This design comes from an exercise in tuning for small area, a short achievable clock period and few clock cycles per item on the open sky130 flow, not from production work. Where RTL was checked, it was by simulation tests only, not by an equivalence proof against the original. For runs 1 and 2, only the layout was checked, not whether the RTL still works. Power figures rest on the tool's default switching activity, not on a simulated workload.

===== flow/design.v =====
`resetall
`timescale 1ns / 1ps
`default_nettype none
module skidbuffer #(
		parameter	[0:0]	OPT_LOWPOWER = 0,
		parameter	[0:0]	OPT_OUTREG = 1,
		parameter	[0:0]	OPT_PASSTHROUGH = 0,
		parameter		DW = 8,
		parameter	[0:0]	OPT_INITIAL = 1'b1
	) (
		input	wire			i_clk, i_reset,
		input	wire			i_valid,
		output	wire			o_ready,
		input	wire	[DW-1:0]	i_data,
		output	wire			o_valid,
		input	wire			i_ready,
		output	reg	[DW-1:0]	o_data
	);
	wire	[DW-1:0]	w_data;
	generate if (OPT_PASSTHROUGH)
	begin : PASSTHROUGH
		assign	{ o_valid, o_ready } = { i_valid, i_ready };
		always @(*)
		if (!i_valid && OPT_LOWPOWER)
			o_data = 0;
		else
			o_data = i_data;
		assign	w_data = 0;
		/*verilator lint_off UNUSED*/
		wire	unused_passthrough;
		assign	unused_passthrough = &{ 1'b0, i_clk, i_reset };
		/*verilator lint_on UNUSED*/
	end else begin : LOGIC
		reg			r_valid;
		reg	[DW-1:0]	r_data;
		always @(posedge i_clk)
		if (i_reset)
			r_valid <= 0;
		else if ((i_valid && o_ready) && (o_valid && !i_ready))
			r_valid <= 1;
		else if (i_ready)
			r_valid <= 0;
		always @(posedge i_clk)
		if (OPT_LOWPOWER && i_reset)
			r_data <= 0;
		else if (OPT_LOWPOWER && (!o_valid || i_ready))
			r_data <= 0;
		else if ((!OPT_LOWPOWER || !OPT_OUTREG || i_valid) && o_ready)
			r_data <= i_data;
		assign	w_data = r_data;
		assign o_ready = !r_valid;
		if (!OPT_OUTREG)
		begin : NET_OUTPUT
			assign	o_valid = !i_reset && (i_valid || r_valid);
			always @(*)
			if (r_valid)
				o_data = r_data;
			else if (!OPT_LOWPOWER || i_valid)
				o_data = i_data;
			else
				o_data = 0;
		end else begin : REG_OUTPUT
			reg	ro_valid;
			always @(posedge i_clk)
			if (i_reset)
				ro_valid <= 0;
			else if (!o_valid || i_ready)
				ro_valid <= (i_valid || r_valid);
			assign	o_valid = ro_valid;
			always @(posedge i_clk)
			if (OPT_LOWPOWER && i_reset)
				o_data <= 0;
			else if (!o_valid || i_ready)
			begin
				if (r_valid)
					o_data <= r_data;
				else if (!OPT_LOWPOWER || i_valid)
					o_data <= i_data;
				else
					o_data <= 0;
			end
		end
	end endgenerate
	/*verilator lint_off UNUSED*/
	wire	unused;
	assign	unused = &{ 1'b0, w_data };
	/*verilator lint_on UNUSED*/
endmodule
`resetall
`timescale 1ns / 1ps
`default_nettype	none
module	addrdecode #(
		parameter	NS=8,
		parameter	AW = 32, DW=32+32/8+1+1,
		parameter	[NS*AW-1:0]	SLAVE_ADDR = {
				{ 3'b111,  {(AW-3){1'b0}} },
				{ 3'b110,  {(AW-3){1'b0}} },
				{ 3'b101,  {(AW-3){1'b0}} },
				{ 3'b100,  {(AW-3){1'b0}} },
				{ 3'b011,  {(AW-3){1'b0}} },
				{ 3'b010,  {(AW-3){1'b0}} },
				{ 4'b0010, {(AW-4){1'b0}} },
				{ 4'b0000, {(AW-4){1'b0}} }},
		parameter	[NS*AW-1:0]	SLAVE_MASK = (NS <= 1) ? 0
			: { {(NS-2){ 3'b111, {(AW-3){1'b0}} }},
				{(2){ 4'b1111, {(AW-4){1'b0}} }} },
		parameter	[NS-1:0]	ACCESS_ALLOWED = -1,
		parameter [0:0]	OPT_REGISTERED = 0,
		parameter [0:0]	OPT_LOWPOWER = 0
	) (
		input	wire			i_clk, i_reset,
		input	wire			i_valid,
		output	reg			o_stall,
		input	wire	[AW-1:0]	i_addr,
		input	wire	[DW-1:0]	i_data,
		output	reg			o_valid,
		input	wire			i_stall,
		output	reg	[NS:0]		o_decode,
		output	reg	[AW-1:0]	o_addr,
		output	reg	[DW-1:0]	o_data
	);
	localparam [0:0] OPT_NONESEL = (!ACCESS_ALLOWED[0])
					|| (SLAVE_MASK[AW-1:0] != 0);
	wire	[NS:0]		request;
	reg	[NS-1:0]	prerequest;
	integer			iM;
	always @(*)
	for(iM=0; iM<NS; iM=iM+1)
		prerequest[iM] = (((i_addr ^ SLAVE_ADDR[iM*AW +: AW])
				&SLAVE_MASK[iM*AW +: AW])==0)
			&&(ACCESS_ALLOWED[iM]);
	generate if (OPT_NONESEL)
	begin : NO_DEFAULT_REQUEST
		reg	[NS-1:0]	r_request;
		always @(*)
		begin
			for(iM=0; iM<NS; iM=iM+1)
				r_request[iM] = i_valid && prerequest[iM];
			if (!OPT_NONESEL && (NS > 1 && |prerequest[NS-1:1]))
				r_request[0] = 1'b0;
		end
		assign	request[NS-1:0] = r_request;
	end else if (NS == 1)
	begin : SINGLE_SLAVE
		assign request[0] = i_valid;
	end else begin : GENERAL_CASE
		reg	[NS-1:0]	r_request;
		always @(*)
		begin
			for(iM=0; iM<NS; iM=iM+1)
				r_request[iM] = i_valid && prerequest[iM];
			if (!OPT_NONESEL && (NS > 1 && |prerequest[NS-1:1]))
				r_request[0] = 1'b0;
		end
		assign	request[NS-1:0] = r_request;
	end endgenerate
	generate if (OPT_NONESEL)
	begin : GENERATE_NONSEL_SLAVE
		reg	r_request_NS, r_none_sel;
		always @(*)
		begin
			r_none_sel = i_valid && (prerequest == 0);
			r_request_NS = r_none_sel;
		end
		assign request[NS] = r_request_NS;
	end else begin : NO_NONESEL_SLAVE
		assign request[NS] = 1'b0;
	end endgenerate
	generate if (OPT_REGISTERED)
	begin : GEN_REG_OUTPUTS
		always @(posedge i_clk)
		if (i_reset)
			o_valid <= 0;
		else if (!o_stall)
			o_valid <= i_valid;
		always @(posedge i_clk)
		if (i_reset && OPT_LOWPOWER)
		begin
			o_addr   <= 0;
			o_data   <= 0;
		end else if ((!o_valid || !i_stall)
				 && (i_valid || !OPT_LOWPOWER))
		begin
			o_addr   <= i_addr;
			o_data   <= i_data;
		end else if (OPT_LOWPOWER && !i_stall)
		begin
			o_addr   <= 0;
			o_data   <= 0;
		end
		always @(posedge i_clk)
		if (i_reset)
			o_decode <= 0;
		else if ((!o_valid || !i_stall)
				 && (i_valid || !OPT_LOWPOWER))
			o_decode <= request;
		else if (OPT_LOWPOWER && !i_stall)
			o_decode <= 0;
		always @(*)
			o_stall = (o_valid && i_stall);
	end else begin : GEN_COMBINATORIAL_OUTPUTS
		always @(*)
		begin
			o_valid = i_valid;
			o_stall = i_stall;
			o_addr  = i_addr;
			o_data  = i_data;
			o_decode = request;
		end
		/*verilator lint_off UNUSED*/
		wire	unused;
		assign	unused = &{ 1'b0,
				i_clk,
				i_reset };
		/*verilator lint_on UNUSED*/
	end endgenerate
endmodule
`default_nettype wire
`default_nettype none
module	axilxbar #(
		parameter integer C_AXI_DATA_WIDTH = 32,
		parameter integer C_AXI_ADDR_WIDTH = 32,
		parameter	NM = 4,
		parameter	NS = 8
	) (
		input	wire	S_AXI_ACLK,
		input	wire	S_AXI_ARESETN,
		input	wire	[NM-1:0]			S_AXI_AWVALID,
		output	wire	[NM-1:0]			S_AXI_AWREADY,
		input	wire	[NM*C_AXI_ADDR_WIDTH-1:0]	S_AXI_AWADDR,
		input	wire	[NM*3-1:0]			S_AXI_AWPROT,
		input	wire	[NM-1:0]			S_AXI_WVALID,
		output	wire	[NM-1:0]			S_AXI_WREADY,
		input	wire	[NM*C_AXI_DATA_WIDTH-1:0]	S_AXI_WDATA,
		input	wire	[NM*C_AXI_DATA_WIDTH/8-1:0]	S_AXI_WSTRB,
		output	wire	[NM-1:0]			S_AXI_BVALID,
		input	wire	[NM-1:0]			S_AXI_BREADY,
		output	wire	[NM*2-1:0]			S_AXI_BRESP,
		input	wire	[NM-1:0]			S_AXI_ARVALID,
		output	wire	[NM-1:0]			S_AXI_ARREADY,
		input	wire	[NM*C_AXI_ADDR_WIDTH-1:0]	S_AXI_ARADDR,
		input	wire	[NM*3-1:0]			S_AXI_ARPROT,
		output	wire	[NM-1:0]			S_AXI_RVALID,
		input	wire	[NM-1:0]			S_AXI_RREADY,
		output	wire	[NM*C_AXI_DATA_WIDTH-1:0]	S_AXI_RDATA,
		output	wire	[NM*2-1:0]			S_AXI_RRESP,
		output	wire	[NS*C_AXI_ADDR_WIDTH-1:0]	M_AXI_AWADDR,
		output	wire	[NS*3-1:0]			M_AXI_AWPROT,
		output	wire	[NS-1:0]			M_AXI_AWVALID,
		input	wire	[NS-1:0]			M_AXI_AWREADY,
		output	wire	[NS*C_AXI_DATA_WIDTH-1:0]	M_AXI_WDATA,
		output	wire	[NS*C_AXI_DATA_WIDTH/8-1:0]	M_AXI_WSTRB,
		output	wire	[NS-1:0]			M_AXI_WVALID,
		input	wire	[NS-1:0]			M_AXI_WREADY,
		input	wire	[NS*2-1:0]			M_AXI_BRESP,
		input	wire	[NS-1:0]			M_AXI_BVALID,
		output	wire	[NS-1:0]			M_AXI_BREADY,
		output	wire	[NS*C_AXI_ADDR_WIDTH-1:0]	M_AXI_ARADDR,
		output	wire	[NS*3-1:0]			M_AXI_ARPROT,
		output	wire	[NS-1:0]			M_AXI_ARVALID,
		input	wire	[NS-1:0]			M_AXI_ARREADY,
		input	wire	[NS*C_AXI_DATA_WIDTH-1:0]	M_AXI_RDATA,
		input	wire	[NS*2-1:0]			M_AXI_RRESP,
		input	wire	[NS-1:0]			M_AXI_RVALID,
		output	wire	[NS-1:0]			M_AXI_RREADY
	);
	localparam	AW = C_AXI_ADDR_WIDTH;
	localparam	DW = C_AXI_DATA_WIDTH;
	localparam	SW = DW/8;
	localparam	NT = NS+1;	 
	localparam	ERR = NS;
	integer	m, s, k;
	function [NT-1:0] decode;
		input	[3:0]	a;
		begin
			decode = 0;
			casez (a)
			4'b0000: decode[0] = 1'b1;
			4'b0001: decode[1] = 1'b1;
			4'b001?: decode[ERR] = 1'b1;
			default: decode[a[3:1]] = 1'b1;
			endcase
		end
	endfunction
	reg	[NT-1:0]	wt	[0:NM-1];	 
	reg	[1:0]		acnt	[0:NM-1];	 
	reg	[1:0]		wd	[0:NM-1];	 
	reg	[NM-1:0]	wlead;			 
	reg	[NM-1:0]	apend;			 
	reg	[NM-1:0]	wrr	[0:NS-1];	 
	reg	[NS-1:0]	wwait;			 
	reg	[NT-1:0]	wdec	[0:NM-1];
	reg	[NM-1:0]	wbound, wbvalid, wbhs, wdrain, wfree;
	reg	[NS-1:0]	wown	[0:NM-1];
	reg	[NS-1:0]	woexist, wodrain, wsfree;
	reg	[NT-1:0]	wcand	[0:NM-1];
	reg	[NT-1:0]	wgrant	[0:NM-1];
	reg	[NT-1:0]	wsel	[0:NM-1];
	reg	[NM-1:0]	awready, wready, awhs, whs;
	reg	[NS-1:0]	mawvalid, mwvalid, mbready;
	reg	[1:0]		bresp	[0:NM-1];
	reg	[NM-1:0]	rq, cd, gr;
	always @(*)
	begin
		for(m=0; m<NM; m=m+1)
		begin
			wdec[m]   = decode(S_AXI_AWADDR[m*AW+AW-4 +: 4]);
			wbound[m] = (acnt[m] != 0) || apend[m];
			wown[m]   = (acnt[m] != 0) ? wt[m][NS-1:0] : {(NS){1'b0}};
			if (wt[m][ERR])
				wbvalid[m] = (acnt[m] > wd[m]);
			else
				wbvalid[m] = (acnt[m] != 0)
					&& |(wt[m][NS-1:0] & M_AXI_BVALID);
			bresp[m] = wt[m][ERR] ? 2'b11 : 2'b00;
			for(s=0; s<NS; s=s+1)
				bresp[m] = bresp[m]
					| (M_AXI_BRESP[s*2 +: 2] & {(2){wt[m][s]}});
			wbhs[m]   = wbvalid[m] && S_AXI_BREADY[m];
			wdrain[m] = (acnt[m] == 1) && (wd[m] == 0) && !apend[m]
					&& wbhs[m];
			wfree[m]  = !wbound[m] || wdrain[m];
		end
		for(s=0; s<NS; s=s+1)
		begin
			woexist[s] = 1'b0;
			wodrain[s] = 1'b0;
			for(m=0; m<NM; m=m+1)
			begin
				woexist[s] = woexist[s] || (wbound[m] && wt[m][s]);
				wodrain[s] = wodrain[s] || (wown[m][s] && wdrain[m]);
			end
			wsfree[s] = !woexist[s] || wodrain[s];
		end
		for(m=0; m<NM; m=m+1)
		begin
			for(s=0; s<NS; s=s+1)
			begin
				if (apend[m])
					wcand[m][s] = wt[m][s];
				else if (wown[m][s])
					wcand[m][s] = (!wwait[s] && acnt[m] != 3)
							|| wdrain[m];
				else
					wcand[m][s] = wfree[m] && wsfree[s];
			end
			if (wbound[m] && wt[m][ERR])
				wcand[m][ERR] = (acnt[m] != 3);
			else
				wcand[m][ERR] = wfree[m];
			wcand[m] = wcand[m] & wdec[m]
					& {(NT){S_AXI_AWVALID[m]}};
		end
		for(s=0; s<NS; s=s+1)
		begin
			for(m=0; m<NM; m=m+1)
				cd[m] = wcand[m][s];
			gr = 0;
			for(k=NM-1; k>=0; k=k-1)
			for(m=0; m<NM; m=m+1)
			if (wrr[s][(m+NM-k)%NM] && cd[m])
				gr = 0 | (1 << m);
			for(m=0; m<NM; m=m+1)
				wgrant[m][s] = gr[m];
		end
		for(m=0; m<NM; m=m+1)
			wgrant[m][ERR] = wcand[m][ERR];
		for(s=0; s<NS; s=s+1)
		begin
			mawvalid[s] = 1'b0;
			for(m=0; m<NM; m=m+1)
				mawvalid[s] = mawvalid[s] || wgrant[m][s];
		end
		for(m=0; m<NM; m=m+1)
		begin
			awready[m] = wgrant[m][ERR]
				|| |(wgrant[m][NS-1:0] & M_AXI_AWREADY);
			awhs[m] = awready[m];
			if (wd[m] != 0)
				wsel[m] = wt[m];
			else if (!wlead[m])
				wsel[m] = wgrant[m];
			else
				wsel[m] = 0;
			wready[m] = wsel[m][ERR]
				|| |(wsel[m][NS-1:0] & M_AXI_WREADY);
			whs[m] = wready[m] && S_AXI_WVALID[m];
		end
		for(s=0; s<NS; s=s+1)
		begin
			mwvalid[s] = 1'b0;
			mbready[s] = 1'b0;
			for(m=0; m<NM; m=m+1)
			begin
				mwvalid[s] = mwvalid[s]
					|| (wsel[m][s] && S_AXI_WVALID[m]);
				mbready[s] = mbready[s]
					|| (wown[m][s] && S_AXI_BREADY[m]);
			end
		end
	end
	always @(posedge S_AXI_ACLK)
	if (!S_AXI_ARESETN)
	begin
		for(m=0; m<NM; m=m+1)
		begin
			wt[m]   <= 0;
			acnt[m] <= 0;
			wd[m]   <= 0;
		end
		wlead <= 0;
		apend <= 0;
		wwait <= 0;
		for(s=0; s<NS; s=s+1)
			wrr[s] <= 1;
	end else begin
		for(m=0; m<NM; m=m+1)
		begin
			if (|wgrant[m])
				wt[m] <= wdec[m];
			acnt[m] <= acnt[m] + (awhs[m] ? 2'd1 : 2'd0)
					- (wbhs[m] ? 2'd1 : 2'd0);
			if (wlead[m])
			begin
				if (awhs[m])
					wlead[m] <= 1'b0;
			end else if (wd[m] == 0 && whs[m] && !awhs[m])
				wlead[m] <= 1'b1;
			else
				wd[m] <= wd[m] + (awhs[m] ? 2'd1 : 2'd0)
					- (whs[m] ? 2'd1 : 2'd0);
			apend[m] <= |(wgrant[m][NS-1:0] & ~M_AXI_AWREADY);
		end
		for(s=0; s<NS; s=s+1)
		begin
			wwait[s] <= 1'b0;
			for(m=0; m<NM; m=m+1)
			begin
				if (S_AXI_AWVALID[m] && wdec[m][s] && !wgrant[m][s]
						&& !wown[m][s])
					wwait[s] <= 1'b1;
				if (wgrant[m][s] && M_AXI_AWREADY[s])
					wrr[s] <= 1 << ((m+1)%NM);
			end
		end
	end
	reg	[NT-1:0]	rt	[0:NM-1];
	reg	[1:0]		rcnt	[0:NM-1];
	reg	[NM-1:0]	rpend;
	reg	[NM-1:0]	rrr	[0:NS-1];
	reg	[NS-1:0]	rwait;
	reg	[NT-1:0]	rdec	[0:NM-1];
	reg	[NM-1:0]	rbound, rrvalid, rrhs, rdrain, rfree;
	reg	[NS-1:0]	rown	[0:NM-1];
	reg	[NS-1:0]	roexist, rodrain, rsfree;
	reg	[NT-1:0]	rcand	[0:NM-1];
	reg	[NT-1:0]	rgrant	[0:NM-1];
	reg	[NM-1:0]	arready;
	reg	[NS-1:0]	marvalid, mrready;
	reg	[1:0]		rresp	[0:NM-1];
	reg	[DW-1:0]	rdata	[0:NM-1];
	reg	[NM-1:0]	rcd, rgr;
	always @(*)
	begin
		for(m=0; m<NM; m=m+1)
		begin
			rdec[m]   = decode(S_AXI_ARADDR[m*AW+AW-4 +: 4]);
			rbound[m] = (rcnt[m] != 0) || rpend[m];
			rown[m]   = (rcnt[m] != 0) ? rt[m][NS-1:0] : {(NS){1'b0}};
			if (rt[m][ERR])
				rrvalid[m] = (rcnt[m] != 0);
			else
				rrvalid[m] = (rcnt[m] != 0)
					&& |(rt[m][NS-1:0] & M_AXI_RVALID);
			rresp[m] = rt[m][ERR] ? 2'b11 : 2'b00;
			rdata[m] = 0;
			for(s=0; s<NS; s=s+1)
			begin
				rresp[m] = rresp[m]
					| (M_AXI_RRESP[s*2 +: 2] & {(2){rt[m][s]}});
				rdata[m] = rdata[m]
					| (M_AXI_RDATA[s*DW +: DW] & {(DW){rt[m][s]}});
			end
			rrhs[m]   = rrvalid[m] && S_AXI_RREADY[m];
			rdrain[m] = (rcnt[m] == 1) && !rpend[m] && rrhs[m];
			rfree[m]  = !rbound[m] || rdrain[m];
		end
		for(s=0; s<NS; s=s+1)
		begin
			roexist[s] = 1'b0;
			rodrain[s] = 1'b0;
			for(m=0; m<NM; m=m+1)
			begin
				roexist[s] = roexist[s] || (rbound[m] && rt[m][s]);
				rodrain[s] = rodrain[s] || (rown[m][s] && rdrain[m]);
			end
			rsfree[s] = !roexist[s] || rodrain[s];
		end
		for(m=0; m<NM; m=m+1)
		begin
			for(s=0; s<NS; s=s+1)
			begin
				if (rpend[m])
					rcand[m][s] = rt[m][s];
				else if (rown[m][s])
					rcand[m][s] = (!rwait[s] && rcnt[m] != 3)
							|| rdrain[m];
				else
					rcand[m][s] = rfree[m] && rsfree[s];
			end
			if (rbound[m] && rt[m][ERR])
				rcand[m][ERR] = (rcnt[m] != 3);
			else
				rcand[m][ERR] = rfree[m];
			rcand[m] = rcand[m] & rdec[m]
					& {(NT){S_AXI_ARVALID[m]}};
		end
		for(s=0; s<NS; s=s+1)
		begin
			for(m=0; m<NM; m=m+1)
				rcd[m] = rcand[m][s];
			rgr = 0;
			for(k=NM-1; k>=0; k=k-1)
			for(m=0; m<NM; m=m+1)
			if (rrr[s][(m+NM-k)%NM] && rcd[m])
				rgr = 0 | (1 << m);
			for(m=0; m<NM; m=m+1)
				rgrant[m][s] = rgr[m];
		end
		for(m=0; m<NM; m=m+1)
			rgrant[m][ERR] = rcand[m][ERR];
		for(s=0; s<NS; s=s+1)
		begin
			marvalid[s] = 1'b0;
			mrready[s] = 1'b0;
			for(m=0; m<NM; m=m+1)
			begin
				marvalid[s] = marvalid[s] || rgrant[m][s];
				mrready[s] = mrready[s]
					|| (rown[m][s] && S_AXI_RREADY[m]);
			end
		end
		for(m=0; m<NM; m=m+1)
			arready[m] = rgrant[m][ERR]
				|| |(rgrant[m][NS-1:0] & M_AXI_ARREADY);
	end
	always @(posedge S_AXI_ACLK)
	if (!S_AXI_ARESETN)
	begin
		for(m=0; m<NM; m=m+1)
		begin
			rt[m]   <= 0;
			rcnt[m] <= 0;
		end
		rpend <= 0;
		rwait <= 0;
		for(s=0; s<NS; s=s+1)
			rrr[s] <= 1;
	end else begin
		for(m=0; m<NM; m=m+1)
		begin
			if (|rgrant[m])
				rt[m] <= rdec[m];
			rcnt[m] <= rcnt[m] + (arready[m] ? 2'd1 : 2'd0)
					- (rrhs[m] ? 2'd1 : 2'd0);
			rpend[m] <= |(rgrant[m][NS-1:0] & ~M_AXI_ARREADY);
		end
		for(s=0; s<NS; s=s+1)
		begin
			rwait[s] <= 1'b0;
			for(m=0; m<NM; m=m+1)
			begin
				if (S_AXI_ARVALID[m] && rdec[m][s] && !rgrant[m][s]
						&& !rown[m][s])
					rwait[s] <= 1'b1;
				if (rgrant[m][s] && M_AXI_ARREADY[s])
					rrr[s] <= 1 << ((m+1)%NM);
			end
		end
	end
	reg	[AW-1:0]	awaddr	[0:NS-1];
	reg	[2:0]		awprot	[0:NS-1];
	reg	[DW-1:0]	wdata	[0:NS-1];
	reg	[SW-1:0]	wstrb	[0:NS-1];
	reg	[AW-1:0]	araddr	[0:NS-1];
	reg	[2:0]		arprot	[0:NS-1];
	always @(*)
	for(s=0; s<NS; s=s+1)
	begin
		awaddr[s] = 0; awprot[s] = 0;
		wdata[s]  = 0; wstrb[s]  = 0;
		araddr[s] = 0; arprot[s] = 0;
		for(m=0; m<NM; m=m+1)
		begin
			if (wgrant[m][s])
			begin
				awaddr[s] = awaddr[s] | S_AXI_AWADDR[m*AW +: AW];
				awprot[s] = awprot[s] | S_AXI_AWPROT[m*3 +: 3];
			end
			if (wsel[m][s])
			begin
				wdata[s] = wdata[s] | S_AXI_WDATA[m*DW +: DW];
				wstrb[s] = wstrb[s] | S_AXI_WSTRB[m*SW +: SW];
			end
			if (rgrant[m][s])
			begin
				araddr[s] = araddr[s] | S_AXI_ARADDR[m*AW +: AW];
				arprot[s] = arprot[s] | S_AXI_ARPROT[m*3 +: 3];
			end
		end
		if (s < 2)
		begin
			awaddr[s][AW-1:AW-4] = s;
			araddr[s][AW-1:AW-4] = s;
		end else begin
			awaddr[s][AW-1:AW-3] = s;
			araddr[s][AW-1:AW-3] = s;
		end
	end
	genvar	gs, gm;
	generate for(gs=0; gs<NS; gs=gs+1)
	begin : SLAVE_PORTS
		assign	M_AXI_AWVALID[gs]           = mawvalid[gs];
		assign	M_AXI_AWADDR[gs*AW +: AW]   = awaddr[gs];
		assign	M_AXI_AWPROT[gs*3 +: 3]     = awprot[gs];
		assign	M_AXI_WVALID[gs]            = mwvalid[gs];
		assign	M_AXI_WDATA[gs*DW +: DW]    = wdata[gs];
		assign	M_AXI_WSTRB[gs*SW +: SW]    = wstrb[gs];
		assign	M_AXI_BREADY[gs]            = mbready[gs];
		assign	M_AXI_ARVALID[gs]           = marvalid[gs];
		assign	M_AXI_ARADDR[gs*AW +: AW]   = araddr[gs];
		assign	M_AXI_ARPROT[gs*3 +: 3]     = arprot[gs];
		assign	M_AXI_RREADY[gs]            = mrready[gs];
	end endgenerate
	generate for(gm=0; gm<NM; gm=gm+1)
	begin : MASTER_PORTS
		assign	S_AXI_AWREADY[gm]           = awready[gm];
		assign	S_AXI_WREADY[gm]            = wready[gm];
		assign	S_AXI_BVALID[gm]            = wbvalid[gm];
		assign	S_AXI_BRESP[gm*2 +: 2]      = bresp[gm];
		assign	S_AXI_ARREADY[gm]           = arready[gm];
		assign	S_AXI_RVALID[gm]            = rrvalid[gm];
		assign	S_AXI_RDATA[gm*DW +: DW]    = rdata[gm];
		assign	S_AXI_RRESP[gm*2 +: 2]      = rresp[gm];
	end endgenerate
endmodule

===== flow/flow/run.sh =====
#!/bin/bash
# Standard ORFS layout, with plain buffers on the ports and pins placed at
# one-track spacing so that the die can be small.
set -euo pipefail
bash standard.sh \
  'BUFFER_PORTS_ARGS=-buffer_cell sky130_fd_sc_hd__buf_2' \
  'PLACE_PINS_ARGS=-min_distance 1 -min_distance_in_tracks' \
  finish > make_finish.log 2>&1

===== flow/standard.sh =====
#!/bin/bash
# synth_recipe.tcl (not shown) runs the flow's synth.tcl, then flattens the netlist and writes it again
# the make line also repeats each setting of config.mk as NAME=value (left out here)
make -C /OpenROAD-flow-scripts/flow DESIGN_CONFIG=/design/flow/config.mk WORK_HOME=/design/flow/orfs CLKGATE_MAP_FILE= SYNTH_SCRIPT=/design/flow/synth_recipe.tcl "${@:-finish}"

===== flow/config.mk =====
export PLATFORM = sky130hd
export DESIGN_NAME = axilxbar
export DESIGN_NICKNAME = axilxbar
export VERILOG_FILES = /design/flow/design.v
export SDC_FILE = /design/flow/constraint.sdc
export NUM_CORES = 4
export LEC_CHECK = 0
export CAP_MARGIN = 20
export CORE_AREA = 4 4 296 296
export DIE_AREA = 0 0 300 300
export PLACE_DENSITY = 0.6
export SLEW_MARGIN = 20

===== flow/constraint.sdc =====
create_clock -name core_clock -period 5.5 [get_ports {S_AXI_ACLK}]
set_input_delay 1.1000 -clock core_clock [delete_from_list [all_inputs] [get_ports {S_AXI_ACLK}]]
set_output_delay 1.1000 -clock core_clock [all_outputs]
set_load 0.01 [all_outputs]

==> impl_results.rst, run 1 <==
.. list-table::
   :header-rows: 1

   * - Metric
     - Value
   * - Via count of the first global-routing pass
     - 77216
   * - Number of H-tree branching levels
     - 4
   * - Aggregate global routing overflow
     - 140
   * - Overall track demand over capacity in global routing
     - approximately three quarters
   * - Outcome
     - stopped before the end
   * - Predominant post-synthesis flop cell
     - sky130_fd_sc_hd__dfxtp_1
   * - Tool error message
     - [ERROR GRT-0116] Global routing finished with congestion. Check the congestion regions in the DRC Viewer.
   * - Port Buf Inserts
     - 1773
   * - Setup slack at placement
     - -468 ps
   * - Maximum clock path buffer count
     - 2
   * - Last step reached
     - global routing
   * - Instance count after placement with tap cells included
     - 9689
   * - Final weighted congestion in routability-driven placement
     - 1.32
   * - Initial Utilization
     - 51.0%
   * - Average cell area after synthesis
     - ~6.2 sq um
   * - Synthesized flop and latch total
     - 188
   * - Synth Cell Area
     - 42900 sq um
   * - Clk sinks
     - 188
   * - Number of flops mapped to enable cells by yosys
     - 0
   * - Cts bufs inserted
     - 17
   * - HPWL Detailed
     - approximately 250000 um
   * - Hold-fix buffers, CTS
     - 0
   * - Cell count after synthesis
     - 6950
   * - Ports placed on the boundary
     - 1826
   * - Warnings from Yosys
     - 26
   * - Wire length of the first global-routing pass
     - 524000 um
   * - Number of rows in the core area
     - approximately 110
   * - Height of the die
     - about 300 um
   * - Synth async-reset ratio
     - 0%
   * - Pin count of the biggest net entering global routing
     - 61
   * - Clock root buffer master
     - sky130_fd_sc_hd__clkbuf_16
   * - Unique masters post-synth
     - 98
   * - Proportion of synthesized chip area in sequential cells
     - 8.77%
   * - Width of the die
     - 300 um
cell families after synthesis:
family	count (synthesis)	share of synthesized area, %
mux	32	0.755
fa+ha+maj	62	1.81
simple gates	2842	28.7
compound gates	2481	46.9
flops	188	8.77
xor+xnor	36	0.735
other cells	2	0.0175
buf+inv	1307	12.3
per-stage QoR:
stage                     setup TNS, ps  area [sq um]
after floorplan                       0         43100
after global placement           -86450         57700
after detailed placement        -110640         57700
after CTS                         -1580         60500
Yosys cell counts, types with 73 or more instances:
master,n,area share [%]
sky130_fd_sc_hd__inv_1,163,1.4
sky130_fd_sc_hd__nand3_1,121,1.4
sky130_fd_sc_hd__clkbuf_1,794,6.9
sky130_fd_sc_hd__a222oi_1,806,19
sky130_fd_sc_hd__buf_4,73,1.3
sky130_fd_sc_hd__o21ai_0,173,2.0
sky130_fd_sc_hd__nor2_1,229,2.0
sky130_fd_sc_hd__a21oi_1,187,2.2
sky130_fd_sc_hd__nand2_1,1924,17
sky130_fd_sc_hd__buf_1,225,2.0
sky130_fd_sc_hd__dfxtp_1,188,8.8
sky130_fd_sc_hd__nor3_1,88,1.0
sky130_fd_sc_hd__nand4_1,165,2.4
sky130_fd_sc_hd__a22oi_1,677,12
metal layers:
metal	global-route usage (%)	overflow
met1	78.7	6
met2	91.3	59
met3	64.3	10
met4	68.9	64
met5	22.6	1
worst max path at each step:
| stage | end | cells after the start | slack [ps] |
|---|---|---|---|
| floorplan | M_AXI_WDATA[1] | 14 | 90 |
| detailed placement | M_AXI_WDATA[82] | 20 | -470 |
| global placement | M_AXI_WDATA[116] | 18 | -500 |
| CTS | M_AXI_WDATA[82] | 20 | -90 |
power by group through the flow:
stage / clock network [mW] / logic, mW / registers [mW]
floorplan: 0 / 4.60 / 1.59
global placement: 0 / 8.91 / 1.68
detailed placement: 0 / 9.00 / 1.69
CTS: 1.34 / 9.44 / 1.66
what timing repair did:
item,4_1_cts
gates cloned,20
endpoints found under the hold margin,0
buffers inserted,52
resized for setup,310
setup endpoints to repair,797
pin swaps,156
==> inputs of run 2 (changes only) <==
--- a/flow/config.mk
+++ b/flow/config.mk
@@ -8,4 +8,4 @@
 export CAP_MARGIN = 20
-export CORE_AREA = 4 4 296 296
-export DIE_AREA = 0 0 300 300
+export CORE_AREA = 4 4 356 356
+export DIE_AREA = 0 0 360 360
 export PLACE_DENSITY = 0.6
==> impl_results.rst, run 2 <==
.. list-table::
   :header-rows: 1

   * - Metric
     - Value
   * - Wire length of the first global-routing pass
     - just under 600000 um
   * - Number of H-tree branching levels
     - 4 (unchanged)
   * - Commonest cells in the netlist
     - 1924 x sky130_fd_sc_hd__nand2_1, 806 x sky130_fd_sc_hd__a222oi_1, 794 x sky130_fd_sc_hd__clkbuf_1, 677 x sky130_fd_sc_hd__a22oi_1, 229 x sky130_fd_sc_hd__nor2_1 (unchanged)
   * - Number of rows in the core area
     - 128 (was 106)
   * - Unique masters post-synth
     - 98 (unchanged)
   * - Share of the synthesized area in the top cell type
     - 18.8% (unchanged)
   * - Initial Utilization
     - 35.1% (was 51.0%)
   * - Clk sinks
     - 188 (unchanged)
   * - Ports placed on the boundary
     - 1826 (unchanged)
   * - Synthesized-area fraction occupied by adder cells
     - 1.81% (unchanged)
   * - Final weighted congestion in routability-driven placement
     - 1.23 (was 1.32)
   * - Main combinational cell family by area after synthesis
     - compound AO/OA/AOI/OAI gates (unchanged)
   * - Outcome
     - stopped before the end (unchanged)
   * - Hold-fix buffers, CTS
     - 0 (unchanged)
   * - Port Buf Inserts
     - 1773 (unchanged)
   * - Number of flops mapped to enable cells by yosys
     - 0 (unchanged)
   * - Pin count of the biggest net entering global routing
     - 81
   * - Cell count after synthesis
     - 6950 (unchanged)
   * - HPWL Detailed
     - 295000 um (was 246000 um)
   * - Cts bufs inserted
     - 17 (unchanged)
   * - Most area-consuming cells after synthesis
     - sky130_fd_sc_hd__a222oi_1 19%, sky130_fd_sc_hd__nand2_1 17%, sky130_fd_sc_hd__a22oi_1 12% (unchanged)
   * - Total cell area at the placement stage
     - 60000 sq um (was 57700 sq um)
   * - Synth Cell Area
     - 42900 sq um (unchanged)
   * - Area share of and/or/nand/nor cells after synthesis
     - 28.7% (unchanged)
   * - Synthesized flop and latch total
     - 188 (unchanged)
   * - Proportion of synthesized chip area in sequential cells
     - 8.77% (unchanged)
   * - Average cell area after synthesis
     - 6.18 sq um (unchanged)
   * - Aggregate global routing overflow
     - 23
   * - Overall track demand over capacity in global routing
     - between 60% and 70%
   * - Width of the die
     - 360 um (was 300 um)
   * - Synth async-reset ratio
     - 0% (unchanged)
   * - Height of the die
     - 360 um (was 300 um)
   * - Last step reached
     - global routing (unchanged)
   * - Multiplexer area fraction after synthesis
     - 0.755% (unchanged)
   * - Share of the synthesized area in compound gates (AO/OA/AOI/OAI)
     - 46.9% (unchanged)
   * - Xor and xnor area share after synthesis
     - 0.735% (unchanged)
   * - Library cell occupying the most area in the post-synthesis netlist
     - sky130_fd_sc_hd__a222oi_1 (unchanged)
   * - Most used standard cell by instance count after synthesis
     - sky130_fd_sc_hd__nand2_1 (unchanged)
   * - Maximum clock path buffer count
     - 2 (unchanged)
   * - Warnings from Yosys
     - 26 (unchanged)
   * - Clock root buffer master
     - sky130_fd_sc_hd__clkbuf_16 (unchanged)
   * - Via count of the first global-routing pass
     - 79308
   * - Tool error message
     - [ERROR GRT-0116] Global routing finished with congestion. Check the congestion regions in the DRC Viewer. (unchanged)
   * - Predominant post-synthesis flop cell
     - sky130_fd_sc_hd__dfxtp_1 (unchanged)
[run 2: cell counts after synthesis]
Identical to the previous run, type by type.
[run 2: cell families after synthesis]
logic type	count (synthesis)
XOR/XNOR	36
AND/OR/NAND/NOR	2842
other	2
flip-flops	188
AO/OA/AOI/OAI	2481
adder cells (fa/ha/maj)	62
multiplexers	32
buffers and inverters	1307
[run 2: repair_timing]
item	4_1_cts
cloned	35
pin swaps	184
setup buffers	130
gates resized for setup	546
endpoints found under the setup margin	832
[run 2: metrics by stage]
step / hold slack (ps) / setup slack (ps) / power, mW / instances
global placement: 480 / -621 / 11.3 / 10347
detailed placement: 485 / -556 / 11.4 / 10347
floorplan: 449 / 86.1 / 6.19 / 7000
CTS: 496 / -124 / 13.6 / 10532
[run 2: power groups by stage]
stage	clock network [mW]	logic [mW]	registers [mW]
after CTS	1.43	10.5	1.65
after detailed placement	0	9.72	1.67
after global placement	0	9.68	1.67
after floorplan	0	4.60	1.59
[run 2: how the worst min path moves through the flow]
stage                 to  cells past startpoint
4_1_cts        wrr[6][3]                      2
3_5_place_dp   wrr[6][3]                      2
3_3_place_gp   wrr[6][3]                      2
2_1_floorplan  wrr[1][0]                      1
[run 2: routing by layer]
metal,GRT overflow,global-route usage [%]
met1,0,65.5
met2,13,80.9
met3,1,36.6
met4,9,57.2
met5,0,12.2
==> inputs of run 3 (changes only) <==
--- a/flow/design.v
+++ b/flow/design.v
@@ -314,6 +314,6 @@
 					&& |(wt[m][NS-1:0] & M_AXI_BVALID);
-			bresp[m] = wt[m][ERR] ? 2'b11 : 2'b00;
+			bresp[m] = 2'b11;
 			for(s=0; s<NS; s=s+1)
-				bresp[m] = bresp[m]
-					| (M_AXI_BRESP[s*2 +: 2] & {(2){wt[m][s]}});
+			if (wt[m][s])
+				bresp[m] = M_AXI_BRESP[s*2 +: 2];
 			wbhs[m]   = wbvalid[m] && S_AXI_BREADY[m];
@@ -474,10 +474,9 @@
 					&& |(rt[m][NS-1:0] & M_AXI_RVALID);
-			rresp[m] = rt[m][ERR] ? 2'b11 : 2'b00;
+			rresp[m] = 2'b11;
 			rdata[m] = 0;
 			for(s=0; s<NS; s=s+1)
+			if (rt[m][s])
 			begin
-				rresp[m] = rresp[m]
-					| (M_AXI_RRESP[s*2 +: 2] & {(2){rt[m][s]}});
-				rdata[m] = rdata[m]
-					| (M_AXI_RDATA[s*DW +: DW] & {(DW){rt[m][s]}});
+				rresp[m] = M_AXI_RRESP[s*2 +: 2];
+				rdata[m] = M_AXI_RDATA[s*DW +: DW];
 			end
==> flow/run.sh (new file) <==
#!/bin/bash
# synth_recipe.tcl (not shown) runs the flow's synth.tcl, then flattens the netlist and writes it again
# the make line also repeats each setting of config.mk as NAME=value (left out here)
make -C /OpenROAD-flow-scripts/flow DESIGN_CONFIG=/design/flow/config.mk WORK_HOME=/design/flow/orfs CLKGATE_MAP_FILE= SYNTH_SCRIPT=/design/flow/synth_recipe.tcl finish
--- a/flow/config.mk
+++ b/flow/config.mk
@@ -8,4 +8,4 @@
 export CAP_MARGIN = 20
-export CORE_AREA = 4 4 356 356
-export DIE_AREA = 0 0 360 360
+export CORE_MARGIN = 2
+export CORE_UTILIZATION = 40
 export PLACE_DENSITY = 0.6
removed: flow/flow/run.sh
removed: flow/standard.sh
==> impl_results.rst, run 3 <==
.. list-table::
   :header-rows: 1

   * - Metric
     - Value
   * - Outcome
     - stopped before the end (unchanged)
   * - Last step reached
     - I/O pin placement (was global routing)
   * - Tool error message
     - [ERROR PPL-0024] Number of IO pins (1826) exceeds maximum number of available positions (1266). Increase the die perimeter from 1403.16um to 2483.36um. (was [ERROR GRT-0116] Global routing finished with congestion. Check the congestion regions in the DRC Viewer.)
   * - Most used standard cell by instance count after synthesis
     - sky130_fd_sc_hd__nand2_1 (unchanged)
   * - Library cell occupying the most area in the post-synthesis netlist
     - sky130_fd_sc_hd__a222oi_1 (unchanged)
   * - Unique masters post-synth
     - 116 (was 98)
   * - Multiplexer area fraction after synthesis
     - 2.93% (was 0.755%)
   * - Synthesized flop and latch total
     - 188 (unchanged)
   * - Share of the synthesized area in compound gates (AO/OA/AOI/OAI)
     - 46.0% (was 46.9%)
   * - Width of the die
     - 351 um (was 360 um)
   * - Synth async-reset ratio
     - 0% (unchanged)
   * - Number of rows in the core area
     - 127 (was 128)
   * - Share of the synthesized area in the top cell type
     - 16.6% (was 18.8%)
   * - Main combinational cell family by area after synthesis
     - compound AO/OA/AOI/OAI gates (unchanged)
   * - Initial Utilization
     - 40.2% (was 35.1%)
   * - Synth Cell Area
     - 48100 sq um (was 42900 sq um)
   * - Area share of and/or/nand/nor cells after synthesis
     - 28.9% (was 28.7%)
   * - Warnings from Yosys
     - 26 (unchanged)
   * - Predominant post-synthesis flop cell
     - sky130_fd_sc_hd__dfxtp_1 (unchanged)
   * - Number of flops mapped to enable cells by yosys
     - 0 (unchanged)
   * - Xor and xnor area share after synthesis
     - 0.619% (was 0.735%)
   * - Proportion of synthesized chip area in sequential cells
     - 7.82% (was 8.77%)
   * - Synthesized-area fraction occupied by adder cells
     - 1.61% (was 1.81%)
   * - Commonest cells in the netlist
     - 2097 x sky130_fd_sc_hd__nand2_1, 872 x sky130_fd_sc_hd__clkbuf_1, 799 x sky130_fd_sc_hd__a222oi_1, 603 x sky130_fd_sc_hd__nor2_1, 556 x sky130_fd_sc_hd__o21ai_0 (was 1924 x sky130_fd_sc_hd__nand2_1, 806 x sky130_fd_sc_hd__a222oi_1, 794 x sky130_fd_sc_hd__clkbuf_1, 677 x sky130_fd_sc_hd__a22oi_1, 229 x sky130_fd_sc_hd__nor2_1)
   * - Height of the die
     - 351 um (was 360 um)
   * - Average cell area after synthesis
     - 5.92 sq um (was 6.18 sq um)
   * - Most area-consuming cells after synthesis
     - sky130_fd_sc_hd__a222oi_1 17%, sky130_fd_sc_hd__nand2_1 16%, sky130_fd_sc_hd__dfxtp_1 7.8% (was sky130_fd_sc_hd__a222oi_1 19%, sky130_fd_sc_hd__nand2_1 17%, sky130_fd_sc_hd__a22oi_1 12%)
   * - Cell count after synthesis
     - 8120 (was 6950)
## run 3: changes by cell type after synthesis, moves of 59 or more
cell                       delta
sky130_fd_sc_hd__a22oi_1    -463
sky130_fd_sc_hd__a21oi_1    +306
sky130_fd_sc_hd__o211ai_1    +64
sky130_fd_sc_hd__nand2_1    +173
sky130_fd_sc_hd__clkbuf_1    +78
sky130_fd_sc_hd__a221o_1     +59
sky130_fd_sc_hd__o21ai_0    +383
sky130_fd_sc_hd__mux2i_1    +109
sky130_fd_sc_hd__nor2_1     +374
sky130_fd_sc_hd__nand4_1    -126
## run 3: kinds of logic after synthesis
family	after synthesis
adder cells (fa/ha/maj)	62
multiplexers	140
buffers and inverters	1455
flip-flops	188
AND/OR/NAND/NOR	3295
AO/OA/AOI/OAI	2944
other	2
XOR/XNOR	34
Testbench counts of run 3, summed over its fixed seeds: cycles 1,071, items 6,144.
